Source: an optimization exercise on an open RTL-to-GDS flow (aim: small area and a short achievable clock period). Production flows keep margins and buffers that such runs may drop.
RTL that was checked went through simulation tests only; none was proved equivalent to the original.
Power and IR drop assume default switching activity.

ember:
==> flow/design.v (excerpt) <==
module fp16_arith(
input clk,
input [15:0] numi1,
input [15:0] numi2,
output [15:0] sum,
output [1:0] iszero,
output [1:0] isinf,
output isnan,
output [15:0] prod
    );
export LEC_CHECK = 0
export CAP_MARGIN = 20
export CORE_MARGIN = 2
export CORE_UTILIZATION = 50
export SLEW_MARGIN = 20
export SYNTH_HIERARCHICAL = 1
create_clock -name core_clock -period 17.0 [get_ports {clk}]
standard.sh (not shown) runs the stock make flow with config.mk's settings and CLKGATE_MAP_FILE= SYNTH_SCRIPT=/design/flow/synth_recipe.tcl, a recipe that flattens the netlist after the stock synthesis.
==> flow/flow/run.sh <==
#!/bin/bash
# Own layout flow: the standard ORFS flow, with plain buf_1 cells as the
# port buffers (buffer_ports would otherwise pick clkdlybuf4s50_1, a slow
# delay cell). Every input and output port still gets its own buffer.
set -euo pipefail
export BUFFER_PORTS_ARGS="-buffer_cell sky130_fd_sc_hd__buf_1"
if [[ -f flow/env.sh ]]; then source flow/env.sh; fi
bash standard.sh > standard.log 2>&1
==> flow/flow/env.sh <==
export SETUP_SLACK_MARGIN=9.5
What nickel does differently from ember at the input level:
- CORE_UTILIZATION changed from 50 to 60
## What came out
Looking at core footprint, nickel sits about 17% below ember.
The die footprint in nickel sits about 16% below the value recorded for ember.
Required time of the critical path across nickel and ember: no real change.
Period utilization down 0.26 points in nickel wrt ember
nickel went all the way through the flow, and no timing, DRC or antenna check failed.
Relative to ember, fraction of standard cell area that is sequential has gone up in nickel.
Relative to ember, final worst setup slack increased by 0.045 ns in nickel.
Note that the number of placement rows recorded for ember amounts to 1.10 times the value seen in nickel.
nickel vs ember — routed wire length dropped slightly
Changes observed in nickel relative to ember: sequential share of power shows no meaningful change; logic gate share of total power now larger.
For onyx, these inputs were changed with respect to nickel:
- PLACE_DENSITY newly set to 0.75
Findings:
onyx reports its origin of the worst setup path as u_add.v_r[8] while nickel reports numi1[3]. onyx — shortest clock period the worst path allows after layout 0.0098 ns higher, nickel as reference. [compare] base=nickel new=onyx: number of instances resized during post-cts repair now sits lower; total routed wirelength +3.2%. Summary: global-route wire length before repair, onyx worse than nickel.

* * *

## middle
Another version of the RTL of fp16_arith (not shown whole).
For scale: roughly 40 flip-flops, about 70 I/O pins, roughly 8200 um^2 of cells after synthesis.
export LEC_CHECK = 0
export CAP_MARGIN = 20
export CORE_MARGIN = 2
export CORE_UTILIZATION = 70
export SLEW_MARGIN = 20
create_clock -name core_clock -period 17.0 [get_ports {clk}]
==> flow/flow/env.sh <==
export SETUP_SLACK_MARGIN=10
Scripts as last shown in full above: flow/flow/run.sh
#### Input delta (south over middle)
==> flow/run.sh (new file) <==
#!/bin/bash
# synth_recipe.tcl (not shown) runs the flow's synth.tcl, then flattens the netlist and writes it again
# the make line also repeats each setting of config.mk as NAME=value (left out here)
make -C /OpenROAD-flow-scripts/flow DESIGN_CONFIG=/design/flow/config.mk WORK_HOME=/design/flow/orfs CLKGATE_MAP_FILE= SYNTH_SCRIPT=/design/flow/synth_recipe.tcl finish
diff --git a/flow/config.mk b/flow/config.mk
--- a/flow/config.mk
+++ b/flow/config.mk
@@ -9,3 +9,3 @@
 export CORE_MARGIN = 2
-export CORE_UTILIZATION = 70
+export CORE_UTILIZATION = 40
 export SLEW_MARGIN = 20
removed: flow/flow/run.sh
removed: flow/flow/env.sh
removed: flow/standard.sh
[summary]
south completed; timing, DRC and antenna clean. Where count of routing violations after the opening detailed-route iteration is concerned, middle is outperformed by south. Changes observed in south relative to middle: weighted congestion reported at the end of routability-driven placement fell by about 6%, share of the cycle needed by the critical path after routing rose by 6.8 points, worst path setup slack after routing fell by 1.16 ns, routed length on met2 now smaller, final-stage net count fell by 68. Re finished layout cell area: middle and south aren't equal, and the higher value belongs to middle. Footprint of the flip-flops and latches: south vs middle down about 1.2%.

* * *

Starting RTL as in the previous note.
export LEC_CHECK = 0
export CAP_MARGIN = 20
export CORE_MARGIN = 2
export CORE_UTILIZATION = 60
export SLEW_MARGIN = 20
create_clock -name core_clock -period 17.0 [get_ports {clk}]
==> flow/flow/run.sh <==
#!/bin/bash
# Own layout flow: the standard ORFS flow, with plain buf_1 cells as the
# port buffers (buffer_ports would otherwise pick clkdlybuf4s50_1, a slow
# delay cell). Every input and output port still gets its own buffer.
set -euo pipefail
export BUFFER_PORTS_ARGS="-buffer_cell sky130_fd_sc_hd__buf_1"
if [[ -f flow/env.sh ]]; then source flow/env.sh; fi
bash standard.sh > standard.log 2>&1
==> flow/flow/env.sh <==
# extra flow variables: repair setup timing towards a tighter target
export SETUP_SLACK_MARGIN=9
Edit:
==> flow/flow/env.sh (replaced) <==
export SETUP_SLACK_MARGIN=10.5
Effect:
- synthesized area stays the same
- fmax goes up by 5.1%
- clock power goes up by about 20%
- hold slack stays flat
- core utilization goes up by 13 points
- worst setup slack is better by 0.38 ns
- die area does not change
- global-route usage goes up by 5.1 points
- combinational power goes up by 46%
- final cell count goes up by 5.9%
- routed wire length goes up by 20%
Edit:
--- a/flow/config.mk
+++ b/flow/config.mk
@@ -10 +10 @@
-export CORE_UTILIZATION = 60
+export CORE_UTILIZATION = 40
removed: flow/flow/env.sh
Result: Setup slack got worse by 0.82 ns; critical path depth is unchanged; sequential cell count stays the same; utilization goes down by 35 points; wire length goes down by roughly a tenth; via count goes down by roughly a tenth.

* * *

fp16_arith, a different RTL version from the one above (not shown whole).
Size in the first run: ~840 cells after synthesis, about 70 I/O pins.
// fp16_arith
module fp16_arith(
input clk,
input [15:0] numi1,
input [15:0] numi2,
output [15:0] sum,
output [1:0] iszero,
output [1:0] isinf,
output isnan,
output [15:0] prod
    );
export LEC_CHECK = 0
export CAP_MARGIN = 20
export CORE_MARGIN = 2
export CORE_UTILIZATION = 70
export CTS_BUF_LIST = sky130_fd_sc_hd__clkbuf_4
export SLEW_MARGIN = 20
export SYNTH_HIERARCHICAL = 1
create_clock -name core_clock -period 17.0 [get_ports {clk}]
==> flow/flow/env.sh <==
export SETUP_SLACK_MARGIN=9.5
Scripts as last shown in full above: flow/flow/run.sh
The first run passed the timing, design-rule and antenna checks.
==> next run, changes <==
==> flow/flow/env.sh (replaced) <==
export SETUP_SLACK_MARGIN=10
CORE_UTILIZATION = 60   (was 70)
CTS_BUF_LIST = default   (was sky130_fd_sc_hd__clkbuf_4)
Outcome: The new run completed with no timing, DRC or antenna violations; utilization decreases by 4.8 points; setup slack improves by 230 ps; count of clock-buffer cells in the layout decreases by 1; routed wire length increases by 8.3%; non-clock buffer count increases by 27; hold slack improves by 120 ps; power increases by 14%; area after synthesis stays the same; via count increases by 0.69%.

* * *

Setup of job 103:
Another version of the RTL of fp16_arith (not shown whole).
For scale: roughly 40 flip-flops, ~0.0077 mm2 of cells after synthesis.
export LEC_CHECK = 0
export CAP_MARGIN = 20
export CORE_MARGIN = 2
export CORE_UTILIZATION = 60
export SLEW_MARGIN = 20
create_clock -name core_clock -period 17.0 [get_ports {clk}]
==> flow/flow/env.sh <==
export SETUP_SLACK_MARGIN=9
Scripts as last shown in full above: flow/flow/run.sh
diff inputs: job 103 => job 104
Settings: an added SYNTH_HIERARCHICAL of 1.
--- outcome ---
In job 104, the via density per instance came out about 8% above the value in job 103. Share of the clock period used by the worst path after layout on job 104 is up relative to job 103. Job 104 against job 103: met2 usage in global routing went down; post-route core utilization went down; global-route usage went up; number of sequential storage elements went up. In job 104 the fraction of cell area in non-clock buffers turned out 1.4 points lower than in job 103. In job 104, the clock-cell share of area came out 0.30 points below the value in job 103.
Function was not checked in any run of this note: the RTL went through the layout flow alone.

* * *

fp16_arith, a different RTL version from the one above (not shown whole).
Size in the first run: ~840 cells after synthesis, ~70 I/O pins, roughly 7700 um2 of cells after synthesis.
==> flow/design.v (excerpt) <==
module fp16_arith(
input clk,
input [15:0] numi1,
input [15:0] numi2,
output [15:0] sum,
output [1:0] iszero,
output [1:0] isinf,
output isnan,
output [15:0] prod
    );
export LEC_CHECK = 0
export CAP_MARGIN = 20
export CORE_MARGIN = 2
export CORE_UTILIZATION = 60
export SLEW_MARGIN = 20
export SYNTH_HIERARCHICAL = 1
create_clock -name core_clock -period 17.0 [get_ports {clk}]
==> flow/flow/env.sh <==
export SETUP_SLACK_MARGIN=9.7
Scripts as last shown in full above: flow/flow/run.sh
Rerun with:
CORE_UTILIZATION = 65   (was 60)
Result: Setup slack is worse by 0.13 ns. Final cell count fell by 3.0%. Clock-buffer cell count does not change.
Rerun with:
==> flow/flow/env.sh (replaced) <==
export SETUP_SLACK_MARGIN=9.5
CORE_UTILIZATION = 60   (was 65)
What happened:
- The changed run passed the timing, design-rule and antenna checks
- sequential power came out lower by about 2%
- wire length came out lower by 1.4%
- hold slack gets better by 0.017 ns
- cell count came out higher by 2.1%
- non-clock buffer count came out lower by 7
- worst setup slack gets worse by 0.018 ns
- power came out lower by 4.9%

* * *

## rev 12
RTL: one of the versions met above, not the one the previous note started from.
Size: about 70 I/O pins, ~7700 um^2 of cells after synthesis.
Settings: LEC_CHECK=0, CAP_MARGIN=20, CORE_MARGIN=2, CORE_UTILIZATION=60, SLEW_MARGIN=20, SYNTH_HIERARCHICAL=1; clock period 17.0 ns.
==> flow/flow/env.sh <==
export SETUP_SLACK_MARGIN=9.5
Scripts as last shown in full above: flow/flow/run.sh
Rev 12 ran to completion and came out clean on the timing, design-rule and antenna checks.
Input changes introduced in rev 13 (baseline for comparison: rev 12):
==> flow/flow/env.sh <==
export SETUP_SLACK_MARGIN=9
==> comparison <==
Compared with rev 12, in rev 13 sequential cell area share higher, via count lower, post-cts sizing count lower. Count of clock buffers in the final design came out exactly the same in rev 12 and rev 13. Diff rev 12 and rev 13: critical path depth lower in rev 12. Summary of rev 13 over rev 12: number of vias per cell now sits at about the same level, total power went down about 4%.

what the ideal ports hide:
No port has a modelled driver above. Below, the same layouts with a new extraction and two added sets of constraints. Step 1, drivers: a clkbuf_16 drives clk and a buf_2 each remaining input, both assumed. Step 2 times the ports against the registers' clock, not the clock port: input delays grow and output delays shrink by t, the midpoint of the rising clock arrivals with the driver on. Three values: no drivers, after step 1, after step 2; two values: the first two.
run	t (ns)	slack for setup (ns)	worst setup path after step 2	worst data-port slew with drivers (ns)	pins driven straight from the clock port
ember	0.312	9.594 / 9.583 / 9.270	input to register	0.06	1
nickel	0.323	9.639 / 9.610 / 9.335	input to register	0.05	1
onyx	0.338	9.629 / 9.586 / 9.298	input to register	0.07	1
middle	0.321	9.567 / 9.521 / 9.201	input to register	0.13	1
south	0.314	8.406 / 8.416 / 8.102	input to register	0.05	1
the first run of note 3	0.316	9.210 / 9.217 / 8.901	input to register	0.06	1
the second run of note 3	0.318	9.590 / 9.593 / 9.276	input to register	0.08	1
the third run of note 3	0.315	8.775 / 8.782 / 8.468	input to register	0.05	1
the first run of note 4	0.397	9.424 / 9.394 / 9.247	input to register	0.03	1
the second run of note 4	0.319	9.651 / 9.643 / 9.325	input to register	0.06	1
job 103	0.339	8.857 / 8.850 / 8.511	input to register	0.08	1
job 104	0.319	8.660 / 8.649 / 8.331	input to register	0.07	1
the first run of note 6	0.334	9.775 / 9.737 / 9.512	input to register	0.05	1
the second run of note 6	0.322	9.643 / 9.605 / 9.494	input to register	0.04	1
the third run of note 6	0.333	9.625 / 9.587 / 9.411	input to register	0.05	1
rev 12	0.319	9.622 / 9.584 / 9.406	input to register	0.04	1
rev 13	0.320	9.268 / 9.283 / 8.963	input to register	0.03	1
After both steps every run listed still meets setup and hold. For middle, which loses most, drivers alone change the setup slack by -0.046 ns; drivers and shift together by -0.366 ns.
